What follows belongs to an exercise in optimizing a design on an open flow for small area, a short achievable clock period and few clock cycles; a production flow would make more cautious choices. At most, simulation tests tie the RTL to the original design; equivalence was not proved. Power figures rest on the tool's default switching activity, not on a simulated workload.

Design ATCONV, start of the top module:
module  ATCONV(
	input		clk,
	input		reset,
	output	reg	busy,
	input		ready,
	output reg	[11:0]	iaddr,
	input signed [12:0]	idata,
	output	reg 	cwr,
	output  reg	[11:0]	caddr_wr,
	output reg 	[12:0] 	cdata_wr,
	output	 	crd,
	output 	[11:0] 	caddr_rd,
	input 	[12:0] 	cdata_rd,
	output reg 	csel
	);
Size: ~810 cells after synthesis, about 210 flip-flops, roughly 9400 µm² of cells after synthesis.
==> flow/config.mk <==
export PLATFORM = sky130hd
export DESIGN_NAME = ATCONV
export DESIGN_NICKNAME = ATCONV
export VERILOG_FILES = /design/flow/design.v
export SDC_FILE = /design/flow/constraint.sdc
export NUM_CORES = 4
export LEC_CHECK = 0
export CAP_MARGIN = 20
export CORE_MARGIN = 2
export CORE_UTILIZATION = 40
export PLACE_DENSITY = 0.6
export SETUP_SLACK_MARGIN = 2.6
export SLEW_MARGIN = 20
==> flow/constraint.sdc <==
create_clock -name core_clock -period 5.0 [get_ports {clk}]
set_input_delay 1.0000 -clock core_clock [delete_from_list [all_inputs] [get_ports {clk}]]
set_output_delay 1.0000 -clock core_clock [all_outputs]
set_load 0.01 [all_outputs]
run.sh (not shown) runs the stock make flow with config.mk's settings and CLKGATE_MAP_FILE= SYNTH_SCRIPT=/design/flow/synth_recipe.tcl, a recipe that flattens the netlist after the stock synthesis.
Testbench counts at the start, summed over its fixed seeds: cycles 199,952.
==> next run, changes <==
--- a/flow/design.v
+++ b/flow/design.v
@@ -80,37 +80,34 @@
 reg [12:7] din_h;
 reg        fl_lo, fl_hi;
 always @(posedge clk) begin
 	din <= idata;
 	din_h <= din[12:7];
 	fl_lo <= c_fl;
 	fl_hi <= fl_lo;
 end
-reg  [11:0] sf0, sf1, sf2, sf3;
-wire [12:0] sx1 = {1'b1, sf1};
-wire [12:0] sx3 = {1'b1, sf3};
+reg  [12:0] sf0, sf1, sf2, sf3;
 reg  [12:0] pf0, pf1, pf2, pf3;
-reg  [11:0] acc_s;
-reg  [12:0] acc_c, acc_o;
+reg  [12:0] acc_s, acc_c, acc_o;
 reg         cy_s, cy_c, cy_o;   
 wire [12:0] sterm = p2 ? {2'b0, din[12:2]} : {4'b0, din[12:4]};
 wire [12:0] nsterm = ~sterm;
 wire [12:0] cterm = p2 ? din : ~{3'b0, din[12:3]};
-wire [12:0] left  = fl_lo ? sx3 : sx1;
+wire [12:0] left  = fl_lo ? sf3 : sf1;
 wire [12:0] o_add = ~fl_lo ? nsterm :
-                    p1 ? (vm1 ? sx3 : sx1) :
+                    p1 ? (vm1 ? sf3 : sf1) :
                     p2 ? NBIAS : 13'd0;
 wire [12:0] dh      = {din_h, 7'd0};
 wire [12:0] sterm_h = p0 ? {2'b0, dh[12:2]} : {4'b0, dh[12:4]};
 wire [12:0] nsterm_h = ~sterm_h;
 wire [12:0] cterm_h = p0 ? dh : ~{3'b0, dh[12:3]};
-wire [12:0] left_h  = fl_hi ? sx3 : sx1;
+wire [12:0] left_h  = fl_hi ? sf3 : sf1;
 wire [12:0] o_add_h = ~fl_hi ? nsterm_h :
-                      p2 ? (vm1 ? sx3 : sx1) : 13'd0;
+                      p2 ? (vm1 ? sf3 : sf1) : 13'd0;
 function [7:0] add7;
 	input [6:0] a, b;
 	input       ci;
 	reg   [6:0] p, gg, pp;
 	integer     k, i, j;
 	begin
 		p  = a ^ b;
 		gg = a & b;
@@ -144,36 +141,36 @@
 					pp[i] = pp[i] & pp[j];
 				end
 		add6 = p ^ {gg[4:0], ci};
 	end
 endfunction
 wire [7:0] s_lo = add7(p1 ? BIAS[6:0] : acc_s[6:0], nsterm[6:0], 1'b1);
 wire [7:0] c_lo = add7(p1 ? left[6:0] : acc_c[6:0], cterm[6:0], ~p2);
 wire [7:0] o_lo = add7(p1 ? pf1[6:0] : acc_o[6:0], o_add[6:0], ~fl_lo);
-wire [4:0] s_hi = (p2 ? BIAS[11:7] : acc_s[11:7]) + nsterm_h[11:7] + {4'd0, cy_s};
+wire [5:0] s_hi = add6(p2 ? BIAS[12:7] : acc_s[12:7], nsterm_h[12:7], cy_s);
 wire [5:0] c_hi = add6(p2 ? left_h[12:7] : acc_c[12:7], cterm_h[12:7], cy_c);
 wire [5:0] o_hi = add6(p2 ? pf1[12:7] : acc_o[12:7], o_add_h[12:7], cy_o);
 always @(posedge clk) begin
 	{cy_s, acc_s[6:0]} <= s_lo;
 	{cy_c, acc_c[6:0]} <= c_lo;
 	{cy_o, acc_o[6:0]} <= o_lo;
-	acc_s[11:7] <= s_hi;
+	acc_s[12:7] <= s_hi;
 	acc_c[12:7] <= c_hi;
 	acc_o[12:7] <= o_hi;
 end
 wire finish = busy & p1;
 wire finish_h = busy & p2;
 always @(posedge clk) begin
 	if (finish) begin
 		sf0[6:0] <= sf1[6:0]; sf1[6:0] <= sf2[6:0]; sf2[6:0] <= sf3[6:0]; sf3[6:0] <= acc_s[6:0];
 		pf0[6:0] <= pf1[6:0]; pf1[6:0] <= pf2[6:0]; pf2[6:0] <= pf3[6:0]; pf3[6:0] <= acc_c[6:0];
 	end
 	if (finish_h) begin
-		sf0[11:7] <= sf1[11:7]; sf1[11:7] <= sf2[11:7]; sf2[11:7] <= sf3[11:7]; sf3[11:7] <= acc_s[11:7];
+		sf0[12:7] <= sf1[12:7]; sf1[12:7] <= sf2[12:7]; sf2[12:7] <= sf3[12:7]; sf3[12:7] <= acc_s[12:7];
 		pf0[12:7] <= pf1[12:7]; pf1[12:7] <= pf2[12:7]; pf2[12:7] <= pf3[12:7]; pf3[12:7] <= acc_c[12:7];
 	end
 end
 reg  [11:0] mx;
 reg         wr0_h, l1;
 wire        wr0 = finish & f_valid2 & ~ending;
 wire [11:0] l0v = acc_o[12] ? 12'd0 : {acc_o[11:7], cdata_wr[6:0]};
 always @(posedge clk) begin
Result: The new run went through all stages and came out clean. Global-route usage decreases by 0.25 points. Clock power is about the same. Non-clock buffer count decreases by 1. Via count increases slightly. First-iteration DRC count increases by well over a third. Critical path depth stays the same. Sequential power increases slightly.
Function not checked in the second run of this note: the RTL went through the layout flow alone.

## port drivers added, routing unchanged
How much do the figures lean on ideal ports? The routed layouts below were timed once more, with nothing changed but the port constraints.
Step 1: set_driving_cell puts a clkbuf_16 on clk and a buf_2 on each other input, an assumption about the parent block.
Step 2 times the ports against the registers' clock, not the clock port: input delays grow and output delays shrink by t, the midpoint of the rising clock arrivals with the driver on.
Slacks: ideal / step 1 / step 2; pairs: ideal / step 1.
run	shift t [ns]	setup WS [ns]	latest minus earliest clock arrival (ns)	slew at the worst register clock pin (ns)
the first run	0.551	2.560 / 2.560 / 2.443	0.013 / 0.014	0.06 / 0.06
the second run	0.550	2.486 / 2.486 / 2.162	0.015 / 0.014	0.06 / 0.06
After both steps setup and hold are still met in every run listed. For the second run, which loses most, drivers alone change the setup slack by 0.000 ns; drivers and shift together by -0.324 ns.
